This is an optimization exercise on Yosys and OpenROAD, whose aim is a short achievable clock period and few clock cycles, not a production implementation.
In this exercise RTL edits were held to simulation tests only and were not proved equivalent to the original.
Power and IR drop assume default switching activity.

<file path="config.mk">
export PLATFORM = sky130hd
export DESIGN_NAME = t21_node
export DESIGN_NICKNAME = t21_node
export VERILOG_FILES = /design/flow/design.v
export SDC_FILE = /design/flow/constraint.sdc
export NUM_CORES = 4
export LEC_CHECK = 0
export CAP_MARGIN = 20
export CORE_MARGIN = 2
export CORE_UTILIZATION = 40
export SLEW_MARGIN = 20
</file>
<file path="constraint.sdc">
create_clock -name core_clock -period 11.0 [get_ports {clk}]
set_input_delay 2.2000 -clock core_clock [delete_from_list [all_inputs] [get_ports {clk}]]
set_output_delay 2.2000 -clock core_clock [all_outputs]
set_load 0.01 [all_outputs]
</file>
<file path="run.sh">
#!/bin/bash
# synth_recipe.tcl (not shown) runs the flow's synth.tcl, then flattens the netlist and writes it again
# the make line also repeats each setting of config.mk as NAME=value (left out here)
make -C /OpenROAD-flow-scripts/flow DESIGN_CONFIG=/design/flow/config.mk WORK_HOME=/design/flow/orfs CLKGATE_MAP_FILE= SYNTH_SCRIPT=/design/flow/synth_recipe.tcl finish
</file>
<file path="design.v">
localparam OP_NOP = 4'd0;
localparam OP_MOV = 4'd1;
localparam OP_SWP = 4'd2;
localparam OP_SAV = 4'd3;
localparam OP_ADD = 4'd4;
localparam OP_SUB = 4'd5;
localparam OP_NEG = 4'd6;
localparam OP_JMP = 4'd7;
localparam OP_JEZ = 4'd8;
localparam OP_JNZ = 4'd9;
localparam OP_JGZ = 4'd10;
localparam OP_JLZ = 4'd11;
localparam OP_JRO = 4'd12;
localparam TARGET_NIL = 3'd0;
localparam TARGET_ACC = 3'd1;
localparam TARGET_UP = 3'd2;
localparam TARGET_DOWN = 3'd3;
localparam TARGET_LEFT = 3'd4;
localparam TARGET_RIGHT = 3'd5;
localparam TARGET_ANY = 3'd6;
localparam TARGET_LAST = 3'd7;
localparam IN_MUX_SEL_CONST = 2'd0;
localparam IN_MUX_SEL_ACC = 2'd1;
localparam IN_MUX_SEL_DIR = 2'd2;
localparam OUT_MUX_SEL_IN = 1'd0;
localparam OUT_MUX_SEL_ALU = 1'd1;
localparam INSTR_ALU_ADD = 2'b00;
localparam INSTR_ALU_SUB = 2'b01;
localparam INSTR_ALU_NEG = 2'b10;
localparam INSTR_REG_READ = 2'b00;
localparam INSTR_REG_WRITE = 2'b01;
localparam INSTR_REG_SWP = 2'b10;
localparam INSTR_REG_SAV = 2'b11;
`timescale 1ns / 1ps
module alu(
        input [1:0] instr,
        input signed [10:0] acc,
        input signed [10:0] src,
        output signed [10:0] out
    );
     localparam OP_NOP = 4'd0;
localparam OP_MOV = 4'd1;
localparam OP_SWP = 4'd2;
localparam OP_SAV = 4'd3;
localparam OP_ADD = 4'd4;
localparam OP_SUB = 4'd5;
localparam OP_NEG = 4'd6;
localparam OP_JMP = 4'd7;
localparam OP_JEZ = 4'd8;
localparam OP_JNZ = 4'd9;
localparam OP_JGZ = 4'd10;
localparam OP_JLZ = 4'd11;
localparam OP_JRO = 4'd12;
localparam TARGET_NIL = 3'd0;
localparam TARGET_ACC = 3'd1;
localparam TARGET_UP = 3'd2;
localparam TARGET_DOWN = 3'd3;
localparam TARGET_LEFT = 3'd4;
localparam TARGET_RIGHT = 3'd5;
localparam TARGET_ANY = 3'd6;
localparam TARGET_LAST = 3'd7;
localparam IN_MUX_SEL_CONST = 2'd0;
localparam IN_MUX_SEL_ACC = 2'd1;
localparam IN_MUX_SEL_DIR = 2'd2;
localparam OUT_MUX_SEL_IN = 1'd0;
localparam OUT_MUX_SEL_ALU = 1'd1;
localparam INSTR_ALU_ADD = 2'b00;
localparam INSTR_ALU_SUB = 2'b01;
localparam INSTR_ALU_NEG = 2'b10;
localparam INSTR_REG_READ = 2'b00;
localparam INSTR_REG_WRITE = 2'b01;
localparam INSTR_REG_SWP = 2'b10;
localparam INSTR_REG_SAV = 2'b11;
    function [10:0] saturate;
        input signed [11:0] in;
        localparam MIN_VAL = -11'sd999;
        localparam MAX_VAL = 11'sd999;
        begin
            saturate = (in < MIN_VAL) ? MIN_VAL :
                       (in > MAX_VAL) ? MAX_VAL :
                       in;  
        end
    endfunction
    wire signed [10:0] neg_out;
    wire signed [11:0] add_tmp;
    wire signed [11:0] sub_tmp;
    wire signed [10:0] add_out;
    wire signed [10:0] sub_out;
    assign neg_out = -acc;
    assign add_tmp = acc + src;
    assign sub_tmp =  acc - src;
    assign add_out = saturate(add_tmp);
    assign sub_out = saturate(sub_tmp);
     assign out = (instr == INSTR_ALU_ADD) ? add_out :
          (instr == INSTR_ALU_SUB) ? sub_out :
          neg_out;
endmodule
`timescale 1ns / 1ps
module op_decode(
        input [20:0] op_code,
        output [2:0] src,
        output signed [10:0] const_val,
        output [2:0] dst,
        output [3:0] pc_instr,
        output [1:0] alu_instr,
        output [1:0] registers_instr,
        output [1:0] in_mux_sel,
        output out_mux_sel
    );
     localparam OP_NOP = 4'd0;
localparam OP_MOV = 4'd1;
localparam OP_SWP = 4'd2;
localparam OP_SAV = 4'd3;
localparam OP_ADD = 4'd4;
localparam OP_SUB = 4'd5;
localparam OP_NEG = 4'd6;
localparam OP_JMP = 4'd7;
localparam OP_JEZ = 4'd8;
localparam OP_JNZ = 4'd9;
localparam OP_JGZ = 4'd10;
localparam OP_JLZ = 4'd11;
localparam OP_JRO = 4'd12;
localparam TARGET_NIL = 3'd0;
localparam TARGET_ACC = 3'd1;
localparam TARGET_UP = 3'd2;
localparam TARGET_DOWN = 3'd3;
localparam TARGET_LEFT = 3'd4;
localparam TARGET_RIGHT = 3'd5;
localparam TARGET_ANY = 3'd6;
localparam TARGET_LAST = 3'd7;
localparam IN_MUX_SEL_CONST = 2'd0;
localparam IN_MUX_SEL_ACC = 2'd1;
localparam IN_MUX_SEL_DIR = 2'd2;
localparam OUT_MUX_SEL_IN = 1'd0;
localparam OUT_MUX_SEL_ALU = 1'd1;
localparam INSTR_ALU_ADD = 2'b00;
localparam INSTR_ALU_SUB = 2'b01;
localparam INSTR_ALU_NEG = 2'b10;
localparam INSTR_REG_READ = 2'b00;
localparam INSTR_REG_WRITE = 2'b01;
localparam INSTR_REG_SWP = 2'b10;
localparam INSTR_REG_SAV = 2'b11;
    wire [3:0] op;
    assign op = op_code[20:17];
    assign src = op_code[16:14];
    assign const_val = op_code[13:3];
    assign dst = op_code[2:0];
    assign pc_instr = op;
    assign alu_instr = (op == OP_ADD) ? INSTR_ALU_ADD :
                       (op == OP_SUB) ? INSTR_ALU_SUB :
                       (op == OP_NEG) ? INSTR_ALU_NEG :
                       2'b11;
    assign registers_instr = ((op == OP_MOV && dst == TARGET_ACC)
                              || op == OP_ADD
                              || op == OP_SUB
                              || op == OP_NEG) ? INSTR_REG_WRITE :
                             (op == OP_SWP) ? INSTR_REG_SWP :
                             (op == OP_SAV) ? INSTR_REG_SAV :
                             INSTR_REG_READ;
    assign in_mux_sel = (src == TARGET_NIL) ? IN_MUX_SEL_CONST :
                        (src == TARGET_ACC) ? IN_MUX_SEL_ACC :
                        IN_MUX_SEL_DIR;
    assign out_mux_sel = (op == OP_MOV) ? OUT_MUX_SEL_IN : OUT_MUX_SEL_ALU;
endmodule
`timescale 1ns / 1ps
module registers(
        input clk,
        input clk_en,
        input reset,
        input [1:0] instr,
        input signed [10:0] val_in,
        output reg signed [10:0] acc
    );
     localparam OP_NOP = 4'd0;
localparam OP_MOV = 4'd1;
localparam OP_SWP = 4'd2;
localparam OP_SAV = 4'd3;
localparam OP_ADD = 4'd4;
localparam OP_SUB = 4'd5;
localparam OP_NEG = 4'd6;
localparam OP_JMP = 4'd7;
localparam OP_JEZ = 4'd8;
localparam OP_JNZ = 4'd9;
localparam OP_JGZ = 4'd10;
localparam OP_JLZ = 4'd11;
localparam OP_JRO = 4'd12;
localparam TARGET_NIL = 3'd0;
localparam TARGET_ACC = 3'd1;
localparam TARGET_UP = 3'd2;
localparam TARGET_DOWN = 3'd3;
localparam TARGET_LEFT = 3'd4;
localparam TARGET_RIGHT = 3'd5;
localparam TARGET_ANY = 3'd6;
localparam TARGET_LAST = 3'd7;
localparam IN_MUX_SEL_CONST = 2'd0;
localparam IN_MUX_SEL_ACC = 2'd1;
localparam IN_MUX_SEL_DIR = 2'd2;
localparam OUT_MUX_SEL_IN = 1'd0;
localparam OUT_MUX_SEL_ALU = 1'd1;
localparam INSTR_ALU_ADD = 2'b00;
localparam INSTR_ALU_SUB = 2'b01;
localparam INSTR_ALU_NEG = 2'b10;
localparam INSTR_REG_READ = 2'b00;
localparam INSTR_REG_WRITE = 2'b01;
localparam INSTR_REG_SWP = 2'b10;
localparam INSTR_REG_SAV = 2'b11;
    reg signed [10:0] bak;
    always @ (posedge clk)
    begin
        if (reset)
        begin
            acc <= 0;
            bak <= 0;
        end
        else if(clk_en)
        begin
            if (instr == INSTR_REG_SWP || instr == INSTR_REG_SAV)
            begin
                bak <= acc;
                if (instr == INSTR_REG_SWP)
                begin
                    acc <= bak;
                end
            end
            else if (instr == INSTR_REG_WRITE)
            begin
                acc <= val_in;
            end
        end
    end
endmodule
`timescale 1ns / 1ps
module instr_ram(
        input clk,
        input clk_en,
        input reset,
        input [3:0] instr,
        input signed [10:0] acc,
        input signed [10:0] jmp_off,
        input write_en,
        input [4:0] write_addr,
        input [20:0] write_data,
        output [20:0] opcode
    );
     localparam OP_NOP = 4'd0;
localparam OP_MOV = 4'd1;
localparam OP_SWP = 4'd2;
localparam OP_SAV = 4'd3;
localparam OP_ADD = 4'd4;
localparam OP_SUB = 4'd5;
localparam OP_NEG = 4'd6;
localparam OP_JMP = 4'd7;
localparam OP_JEZ = 4'd8;
localparam OP_JNZ = 4'd9;
localparam OP_JGZ = 4'd10;
localparam OP_JLZ = 4'd11;
localparam OP_JRO = 4'd12;
localparam TARGET_NIL = 3'd0;
localparam TARGET_ACC = 3'd1;
localparam TARGET_UP = 3'd2;
localparam TARGET_DOWN = 3'd3;
localparam TARGET_LEFT = 3'd4;
localparam TARGET_RIGHT = 3'd5;
localparam TARGET_ANY = 3'd6;
localparam TARGET_LAST = 3'd7;
localparam IN_MUX_SEL_CONST = 2'd0;
localparam IN_MUX_SEL_ACC = 2'd1;
localparam IN_MUX_SEL_DIR = 2'd2;
localparam OUT_MUX_SEL_IN = 1'd0;
localparam OUT_MUX_SEL_ALU = 1'd1;
localparam INSTR_ALU_ADD = 2'b00;
localparam INSTR_ALU_SUB = 2'b01;
localparam INSTR_ALU_NEG = 2'b10;
localparam INSTR_REG_READ = 2'b00;
localparam INSTR_REG_WRITE = 2'b01;
localparam INSTR_REG_SWP = 2'b10;
localparam INSTR_REG_SAV = 2'b11;
    reg [20:0] ram[31:0];
    reg [5:0] num_entries;
    reg [4:0] pc;
    wire jmp_en;
    wire signed [11:0] pc_jmp;
    wire signed [5:0] pc_ext;
    assign jmp_en = (instr == OP_JMP) ||
                    (instr == OP_JRO) ||
                    (instr == OP_JEZ && acc == 0) ||
                    (instr == OP_JNZ && acc != 0) ||
                    (instr == OP_JGZ && acc > 0) ||
                    (instr == OP_JLZ && acc < 0);
    assign pc_ext = {1'b0, pc};
    assign pc_jmp = pc_ext + jmp_off;
    assign opcode = ram[pc];
    always @ (posedge clk)
    begin
        if (reset)
        begin
            pc <= 0;
        end
        else if(clk_en)
        begin
            if (jmp_en)
            begin
                if (pc_jmp < 0)
                begin
                    pc <= 0;
                end
                else if (pc_jmp >= num_entries)
                begin
                    pc <= num_entries - 1;
                end
                else
                begin
                    pc <= pc_jmp;
                end
            end
            else
            begin
                if (pc == num_entries - 1)
                begin
                    pc <= 0;
                end
                else
                begin
                    pc <= pc + 1;
                end
            end
        end
        if (write_en)
        begin
            ram[write_addr] <= write_data;
            num_entries <= {1'b0, write_addr} + 6'd1;
        end
    end
endmodule
`timescale 1ns / 1ps
module dir_manager(
        input clk,
        input reset,
        input [2:0] src,
        input [2:0] dst,
        input signed [10:0] left_in_data,
        input left_in_valid,
        output left_in_ready,
        input signed [10:0] right_in_data,
        input right_in_valid,
        output right_in_ready,
        input signed [10:0] up_in_data,
        input up_in_valid,
        output up_in_ready,
        input signed [10:0] down_in_data,
        input down_in_valid,
        output down_in_ready,
        output signed [10:0] left_out_data,
        output left_out_valid,
        input left_out_ready,
        output signed [10:0] right_out_data,
        output right_out_valid,
        input right_out_ready,
        output signed [10:0] up_out_data,
        output up_out_valid,
        input up_out_ready,
        output signed [10:0] down_out_data,
        output down_out_valid,
        input down_out_ready,
        output clk_en,
        output signed [10:0] dir_src_data,
        input signed [10:0] dir_dst_data
    );
     localparam OP_NOP = 4'd0;
localparam OP_MOV = 4'd1;
localparam OP_SWP = 4'd2;
localparam OP_SAV = 4'd3;
localparam OP_ADD = 4'd4;
localparam OP_SUB = 4'd5;
localparam OP_NEG = 4'd6;
localparam OP_JMP = 4'd7;
localparam OP_JEZ = 4'd8;
localparam OP_JNZ = 4'd9;
localparam OP_JGZ = 4'd10;
localparam OP_JLZ = 4'd11;
localparam OP_JRO = 4'd12;
localparam TARGET_NIL = 3'd0;
localparam TARGET_ACC = 3'd1;
localparam TARGET_UP = 3'd2;
localparam TARGET_DOWN = 3'd3;
localparam TARGET_LEFT = 3'd4;
localparam TARGET_RIGHT = 3'd5;
localparam TARGET_ANY = 3'd6;
localparam TARGET_LAST = 3'd7;
localparam IN_MUX_SEL_CONST = 2'd0;
localparam IN_MUX_SEL_ACC = 2'd1;
localparam IN_MUX_SEL_DIR = 2'd2;
localparam OUT_MUX_SEL_IN = 1'd0;
localparam OUT_MUX_SEL_ALU = 1'd1;
localparam INSTR_ALU_ADD = 2'b00;
localparam INSTR_ALU_SUB = 2'b01;
localparam INSTR_ALU_NEG = 2'b10;
localparam INSTR_REG_READ = 2'b00;
localparam INSTR_REG_WRITE = 2'b01;
localparam INSTR_REG_SWP = 2'b10;
localparam INSTR_REG_SAV = 2'b11;
    localparam STATE_SRC = 1'd0;
    localparam STATE_DST = 1'd1;
    function is_dir_target;
    input [2:0] target;
    begin
        is_dir_target = target >= TARGET_UP;
    end
    endfunction
    reg state;
    wire perform_in;
    wire perform_out;
    reg signed [10:0] dir_src_data_reg;
    wire signed [10:0] dir_dst_data_internal;
    wire signed [10:0] dir_src_data_internal;
    wire [2:0] src_sel;
    wire src_waiting;
    wire stall_read;
    wire dst_available;
    assign clk_en = (!stall_read && state == STATE_SRC && !perform_out) || (state == STATE_DST && dst_available);
    assign perform_in = is_dir_target(src);
    assign src_waiting = state == STATE_SRC && perform_in;
    assign left_in_ready = src_waiting && src == TARGET_LEFT;
    assign right_in_ready = src_waiting && src == TARGET_RIGHT;
    assign up_in_ready = src_waiting && src == TARGET_UP;
    assign down_in_ready = src_waiting && src == TARGET_DOWN;
    assign src_sel = (src == TARGET_LEFT && left_in_valid) ? 3'b100 :
                     (src == TARGET_RIGHT && right_in_valid) ? 3'b101 :
                     (src == TARGET_UP && up_in_valid) ? 3'b110 :
                     (src == TARGET_DOWN && down_in_valid) ? 3'b111 :
                     3'b0;
    assign dir_src_data_internal = (src_sel[1:0] == 2'b00) ? left_in_data :
                                   (src_sel[1:0] == 2'b01) ? right_in_data :
                                   (src_sel[1:0] == 2'b10) ? up_in_data :
                                   down_in_data;
    assign stall_read = src_waiting && !src_sel[2];
    assign dir_src_data = (state == STATE_SRC) ? dir_src_data_internal : dir_src_data_reg;
    assign dir_dst_data_internal = (!perform_in) ? dir_dst_data : dir_src_data_reg;
    assign perform_out = is_dir_target(dst);
    assign left_out_data = dir_dst_data_internal;
    assign left_out_valid = state == STATE_DST && dst == TARGET_LEFT;
    assign right_out_data = dir_dst_data_internal;
    assign right_out_valid = state == STATE_DST && dst == TARGET_RIGHT;
    assign up_out_data = dir_dst_data_internal;
    assign up_out_valid = state == STATE_DST && dst == TARGET_UP;
    assign down_out_data = dir_dst_data_internal;
    assign down_out_valid = state == STATE_DST && dst == TARGET_DOWN;
    assign dst_available = (dst == TARGET_LEFT && left_out_ready) ||
                           (dst == TARGET_RIGHT && right_out_ready) ||
                           (dst == TARGET_UP && up_out_ready) ||
                           (dst == TARGET_DOWN && down_out_ready);
    always @ (posedge clk)
    begin
        if (reset)
        begin
            state <= STATE_SRC;
            dir_src_data_reg <= 'd0;
        end
        else
        begin
            if (state == STATE_SRC && perform_out && !stall_read)
            begin
                state <= STATE_DST;
                dir_src_data_reg <= dir_src_data_internal;
            end
            else if (state == STATE_DST && dst_available)
            begin
                state <= STATE_SRC;
            end
        end
    end
endmodule
`timescale 1ns / 1ps
module t21_node(
        input clk,
        input reset,
        input signed [10:0] left_in_data,
        input left_in_valid,
        output signed left_in_ready,
        input signed [10:0] right_in_data,
        input right_in_valid,
        output signed right_in_ready,
        input signed [10:0] up_in_data,
        input up_in_valid,
        output signed up_in_ready,
        input signed [10:0] down_in_data,
        input down_in_valid,
        output signed down_in_ready,
        output signed [10:0] left_out_data,
        output left_out_valid,
        input signed left_out_ready,
        output signed [10:0] right_out_data,
        output right_out_valid,
        input signed right_out_ready,
        output signed [10:0] up_out_data,
        output up_out_valid,
        input signed up_out_ready,
        output signed [10:0] down_out_data,
        output down_out_valid,
        input signed down_out_ready,
        input write_en,
        input [4:0] write_addr,
        input [20:0] write_data
    );
     localparam OP_NOP = 4'd0;
localparam OP_MOV = 4'd1;
localparam OP_SWP = 4'd2;
localparam OP_SAV = 4'd3;
localparam OP_ADD = 4'd4;
localparam OP_SUB = 4'd5;
localparam OP_NEG = 4'd6;
localparam OP_JMP = 4'd7;
localparam OP_JEZ = 4'd8;
localparam OP_JNZ = 4'd9;
localparam OP_JGZ = 4'd10;
localparam OP_JLZ = 4'd11;
localparam OP_JRO = 4'd12;
localparam TARGET_NIL = 3'd0;
localparam TARGET_ACC = 3'd1;
localparam TARGET_UP = 3'd2;
localparam TARGET_DOWN = 3'd3;
localparam TARGET_LEFT = 3'd4;
localparam TARGET_RIGHT = 3'd5;
localparam TARGET_ANY = 3'd6;
localparam TARGET_LAST = 3'd7;
localparam IN_MUX_SEL_CONST = 2'd0;
localparam IN_MUX_SEL_ACC = 2'd1;
localparam IN_MUX_SEL_DIR = 2'd2;
localparam OUT_MUX_SEL_IN = 1'd0;
localparam OUT_MUX_SEL_ALU = 1'd1;
localparam INSTR_ALU_ADD = 2'b00;
localparam INSTR_ALU_SUB = 2'b01;
localparam INSTR_ALU_NEG = 2'b10;
localparam INSTR_REG_READ = 2'b00;
localparam INSTR_REG_WRITE = 2'b01;
localparam INSTR_REG_SWP = 2'b10;
localparam INSTR_REG_SAV = 2'b11;
    wire clk_en;
    wire [20:0] op_code;
    wire [3:0] pc_instr;
    wire [2:0] src, dst;
    wire [1:0] alu_instr;
    wire [1:0] registers_instr;
    wire [1:0] in_mux_sel;
    wire out_mux_sel;
    wire signed [10:0] const_val;
    wire signed [10:0] acc_reg, alu_output;
    wire signed [10:0] src_input;
    wire signed [10:0] dst_output;
    wire signed [10:0] dir_output;
    dir_manager dir_manager_0(
        clk, reset,
        src, dst,
        left_in_data, left_in_valid, left_in_ready,
        right_in_data, right_in_valid, right_in_ready,
        up_in_data, up_in_valid, up_in_ready,
        down_in_data, down_in_valid, down_in_ready,
        left_out_data, left_out_valid, left_out_ready,
        right_out_data, right_out_valid, right_out_ready,
        up_out_data, up_out_valid, up_out_ready,
        down_out_data, down_out_valid, down_out_ready,
        clk_en,
        dir_output, dst_output
    );
    op_decode op_decode_0(op_code, src, const_val, dst, pc_instr, alu_instr, registers_instr, in_mux_sel, out_mux_sel);
    alu alu_0(alu_instr, acc_reg, src_input, alu_output);
    instr_ram instr_ram_0(clk, clk_en, reset, pc_instr, acc_reg, src_input, write_en, write_addr, write_data, op_code);
    registers registers_0(clk, clk_en, reset, registers_instr, dst_output, acc_reg);
    assign src_input = (in_mux_sel == IN_MUX_SEL_CONST) ? const_val :
                        (in_mux_sel == IN_MUX_SEL_ACC) ? acc_reg :
                        dir_output;
    assign dst_output = (out_mux_sel == OUT_MUX_SEL_IN) ? src_input :
                        alu_output;
endmodule
</file>
==> run notes <==
## power groups by stage
stage	sequential [mW]	clock [mW]	combinational [mW]
after detailed placement	3.32	0	5.05
after global placement	3.32	0	5.09
final	3.25	2.60	5.14
after global routing	3.26	2.73	5.54
after floorplan	3.19	0	3.44
after CTS	3.26	2.64	5.09
## worst min-delay path by stage
| stage | slack [ns] | endpoint | from |
|---|---|---|---|
| floorplan | 0.45 | registers_0.bak[3] | registers_0.bak[3] |
| global route | 0.51 | registers_0.bak[1] | registers_0.bak[1] |
| global placement | 0.47 | registers_0.bak[3] | registers_0.bak[3] |
| finish | 0.49 | registers_0.bak[1] | registers_0.bak[1] |
| CTS | 0.49 | dir_manager_0.dir_src_data_reg[9] | dir_manager_0.dir_src_data_reg[9] |
| detailed placement | 0.48 | registers_0.bak[1] | registers_0.bak[1] |
## final cells by class
cell class | count | area [µm²]
diodes | 1 | 2.50
clock buffers | 91 | 2030
clock inverters | 41 | 474
fillers | 6492 | 40600
inverters | 43 | 163
multi-input cells | 935 | 9770
flip-flops and latches | 722 | 21300
well taps | 1040 | 1300
repair buffers | 210 | 2110
## layer usage
metal  vias up  track usage  part of all wire
met5         -            0           0.00014
met4         2       0.0722             0.030
met3       118       0.0321             0.060
met2       659        0.364              0.50
met1      9347        0.286              0.41
li1       7651            -                 -
## metrics by stage
stage / hold WS, ns / std cells
after floorplan: 0.448 / 1823
after global placement: 0.466 / 2932
after detailed placement: 0.479 / 2942
after CTS: 0.489 / 3074
after global routing: 0.511 / 3082
final: 0.486 / 3083
## worst reg2reg max path, cell delays in order, from the launching register on
cell                       delay, ns
sky130_fd_sc_hd__dfxtp_4        0.56
sky130_fd_sc_hd__mux4_1         0.62
sky130_fd_sc_hd__mux4_2         0.52
sky130_fd_sc_hd__mux2_4         0.37
sky130_fd_sc_hd__nor2b_4        0.24
sky130_fd_sc_hd__nand3_2        0.25
sky130_fd_sc_hd__mux2i_1        0.20
sky130_fd_sc_hd__a211oi_1       0.31
sky130_fd_sc_hd__a21oi_1        0.11
sky130_fd_sc_hd__mux2_2         0.30
sky130_fd_sc_hd__a21oi_1        0.25
sky130_fd_sc_hd__ha_1           0.36
sky130_fd_sc_hd__a21oi_1        0.25
sky130_fd_sc_hd__o21bai_1       0.11
sky130_fd_sc_hd__a21oi_1        0.28
sky130_fd_sc_hd__o21bai_1       0.14
sky130_fd_sc_hd__a31oi_1        0.28
sky130_fd_sc_hd__xnor2_1        0.22
sky130_fd_sc_hd__nor4_1         0.13
sky130_fd_sc_hd__o31ai_2        0.41
sky130_fd_sc_hd__a21boi_0       0.23
sky130_fd_sc_hd__buf_4          0.16
sky130_fd_sc_hd__nor3_1         0.05
sky130_fd_sc_hd__a22o_1         0.29
sky130_fd_sc_hd__or3_1          0.37
sky130_fd_sc_hd__a221oi_1       0.24
## cells in the final DEF (no fill, tap or decap), types with 13 or more instances in the layout
| cell | count |
|---|---|
| sky130_fd_sc_hd__nand3_1 | 21 |
| sky130_fd_sc_hd__mux4_2 | 196 |
| sky130_fd_sc_hd__nor2_1 | 105 |
| sky130_fd_sc_hd__buf_12 | 13 |
| sky130_fd_sc_hd__nor2_4 | 32 |
| sky130_fd_sc_hd__ha_1 | 45 |
| sky130_fd_sc_hd__nand2_1 | 58 |
| sky130_fd_sc_hd__a211oi_1 | 15 |
| sky130_fd_sc_hd__clkdlybuf4s50_1 | 132 |
| sky130_fd_sc_hd__clkbuf_16 | 79 |
| sky130_fd_sc_hd__edfxtp_1 | 678 |
| sky130_fd_sc_hd__nor3_1 | 17 |
| sky130_fd_sc_hd__xnor2_1 | 27 |
| sky130_fd_sc_hd__a31oi_1 | 15 |
| sky130_fd_sc_hd__clkinv_2 | 19 |
| sky130_fd_sc_hd__mux2i_1 | 57 |
| sky130_fd_sc_hd__a21oi_1 | 61 |
| sky130_fd_sc_hd__buf_4 | 63 |
| sky130_fd_sc_hd__dfxtp_1 | 40 |
| sky130_fd_sc_hd__inv_1 | 40 |
| sky130_fd_sc_hd__o21ai_0 | 46 |
| sky130_fd_sc_hd__nand2b_1 | 18 |
## repair_timing
action	4_1_cts	5_1_grt
buffers inserted	0	7
endpoints found under the setup margin	4	40
resized for setup	1	7
pin swaps	0	1
## logic make-up after synthesis
family	after synthesis	synth area share
AO/OA/AOI/OAI	257	0.0558
XOR/XNOR	38	0.0105
adder cells (fa/ha/maj)	49	0.0201
buffers and inverters	166	0.0260
flip-flops	722	0.673
multiplexers	268	0.165
AND/OR/NAND/NOR	323	0.0489
## synthesized netlist by cell type (all sizes together) (12+ instances only)
cell    instances
clkbuf         48
buf            75
xnor2          27
mux4          200
nor2          137
mux2i          57
nor3           17
inv            42
nand2b         19
a21oi          63
a31oi          16
o21ai          51
nand3          23
ha             45
o211ai         12
edfxtp        678
dfxtp          44
a211oi         15
nand2          58
==> results_tabular.tex <==
\begin{tabular}{lr}
\hline
Metric & Value \\
\hline
\multicolumn{2}{l}{\textbf{Timing}} \\
Part of the cycle the worst path needs & 0.955 \\
Transition at the pin with the smallest max-transition slack & around 1.2 ns \\
Fmax & 0.0952 GHz \\
Final Max Tran Viols & 0 \\
Unrepaired setup endpoints after global routing & false \\
Number of hold violations in the final report & 0 \\
Clock period minus final worst setup slack & 10.50 ns \\
Final count of negative-setup-slack endpoints & 0 \\
Max-Slew Margin vs Limit & 0.218 \\
Setup TNS after final layout & 0 ns \\
Maximum clock skew at final layout & 0.0260 ns \\
Setup ws final & 0.498 ns \\
\multicolumn{2}{l}{\textbf{Worst setup path}} \\
Worst setup path class & input pin to output port \\
Highest cell delay on the worst timing path & 0.53 ns \\
Reg2Reg Setup Slack & $\sim$3.7 ns \\
Critical Path Stages & 28 \\
Critical path peak fanout & 9 \\
Termination of the worst setup path & up\_out\_data[1] \\
Number of cells traversed by the worst register-to-register path & 25 \\
Nature of the critical path endpoint & output port \\
Arrival time of data at the critical path endpoint & between 8 and 9 ns \\
Dominant delay contributor by cell family on the critical path & compound AO/OA/AOI/OAI gates \\
Worst path slowest cell & sky130\_fd\_sc\_hd\_\_clkdlybuf4s50\_1 \\
Combined buffer and inverter count along the critical path & 5 \\
Required time of the critical path & 8.80 ns \\
Endpoint of the lowest-slack register-to-register path & registers\_0.acc[1] \\
Beginning of the critical path & right\_in\_valid \\
Kind of launch point of the worst setup path & input pin \\
Library cell appearing most often on the critical path & sky130\_fd\_sc\_hd\_\_a21oi\_1 \\
\multicolumn{2}{l}{\textbf{Routing}} \\
Detail-routed via count per cell & slightly below 6 \\
Post-DRT Antenna Nets & 0 \\
Wire length per cell & 28.4 µm \\
DRT iter0 DRCs & 1,694 \\
Final WL & a little under 90 mm \\
Total DRC errors in the routed layout & 0 \\
Vias after detailed routing & 17,800 \\
TritonRoute pass-1 iters & 5 \\
\multicolumn{2}{l}{\textbf{Synthesis}} \\
Asr flop ratio synth & 0 \\
Synth area leader & sky130\_fd\_sc\_hd\_\_edfxtp\_1 \\
Synth Flop Type & sky130\_fd\_sc\_hd\_\_edfxtp\_1 \\
Ys Warns & 4 \\
Synthesized netlist cell count & 1,823 \\
Number of distinct library cells after synthesis & 84 \\
Flip-flop and latch count after synthesis & between 700 and 800 \\
Synthesized area per cell & 17.3 µm² \\
Cell area after synthesis & 0.0316 mm² \\
Net count of the mapped netlist & slightly below 2,000 \\
Count of flip-flops with a built-in enable after synthesis & a little under 700 \\
Sequential element share of the synthesized area & 0.673 \\
Share of Yosys cell area claimed by the top area cell type & 0.645 \\
Largest cells by area after synthesis & sky130\_fd\_sc\_hd\_\_edfxtp\_1 (65\%), sky130\_fd\_sc\_hd\_\_mux4\_2 (14\%), sky130\_fd\_sc\_hd\_\_dfxtp\_1 (2.8\%) \\
\multicolumn{2}{l}{\textbf{Power and ir drop}} \\
Switching share of power & 0.375 \\
Int Power & approximately 6.9 mW \\
Switching component of the power & approximately 4 mW \\
IR Drop Worst-Case VDD & 152 µV \\
Register share of total power & 0.296 \\
Power after layout & 11.0 mW \\
P\_leak & approximately 12 nW \\
Clock Power Share & 0.236 \\
Cell Pwr Density & 296 mW/mm² \\
Share of total power in combinational logic & 0.468 \\
\multicolumn{2}{l}{\textbf{Place}} \\
HPWL after detailed placement & 53.7 mm \\
Quantity of I/O buffers inserted on ports & 132 \\
Final estimated routing congestion in global placement & 0.877 \\
Placement-stage worst setup slack & 0.159 ns \\
Placement-stage cell area & 0.0345 mm² \\
\multicolumn{2}{l}{\textbf{Clock tree}} \\
Cts hold-fix bufs & 0 \\
Number of clock sinks seen by CTS & 722 \\
H-tree levels & 3 \\
Root buffer cell & sky130\_fd\_sc\_hd\_\_clkbuf\_16 \\
TritonCTS Buffers & 75 \\
TritonCTS clock tree & done \\
CTS clock-pin slew for the worst setup and hold paths & 0.06 ns \\
Clock Latency Late Sink & just over 0.6 ns \\
Clock Tree Buf Depth & 3 \\
\multicolumn{2}{l}{\textbf{Run}} \\
\# Max-Cap Violations & 0 \\
\multicolumn{2}{l}{\textbf{Global routing}} \\
Total grt overflow & 0 \\
Wire length of the first global-routing pass & 127 mm \\
Number of antenna violations at the first check in global routing & 2 \\
Number of global-route vias before repair & around 18,000 \\
Maximum number of pins on one net before global-route repair & 90 \\
Overall fraction of global-route tracks in use & 0.215 \\
\multicolumn{2}{l}{\textbf{Finish}} \\
Non-Filler Cell Area, Final & 0.0371 mm² \\
Share of the core filled with cells in the final layout & 0.477 \\
Fraction of layout cells with a size suffix above 1 & 0.227 \\
Layout-stage area growth over the synthesis result & 17.6\% \\
Number of flip-flops in the largest register & 672 \\
Final net count & 2,116 \\
Register with the most flip-flops & instr\_ram\_0.ram \\
\multicolumn{2}{l}{\textbf{Die}} \\
Ports & 133 \\
Die X & 285 µm \\
Starting Density & 0.406 \\
Die footprint & 0.0811 mm² \\
Number of rows created at floorplan & around 100 \\
Placeable core area & 0.0777 mm² \\
Die H & around 280 µm \\
\multicolumn{2}{l}{\textbf{Worst hold path}} \\
Path category of the worst min-delay check & register to register \\
Hold Path Stages & 2 \\
\multicolumn{2}{l}{\textbf{Outcome}} \\
Outcome & no timing/DRC/antenna violations \\
\hline
\end{tabular}
Testbench counts, summed over its fixed seeds: cycles 46,013.

-- re-timing with driven ports --
Ports are ideal in the flow. The routed layout listed here was re-timed in OpenROAD. Step 1 sets driving cells, clkbuf_16 on the clock port and buf_2 on the other inputs (assumed; they add their load-dependent delay and slew). Step 2, shift: input delay + t, output delay - t, t = (earliest + latest rising clock arrival at the registers) / 2. This alone moves slack from input paths to output paths. Slacks: ideal / step 1 / step 2; pairs: ideal / step 1.
t, ns: 0.671
setup WS [ns]: 0.498 / 0.473 / 0.473
worst setup path at the end: input to output
clock arrival spread, ns: 0.033 / 0.033
worst register clock-pin slew, ns: 0.07 / 0.07
After both steps setup and hold are still met in this run. For this run, drivers alone change the setup slack by -0.025 ns; drivers and shift together by -0.025 ns.
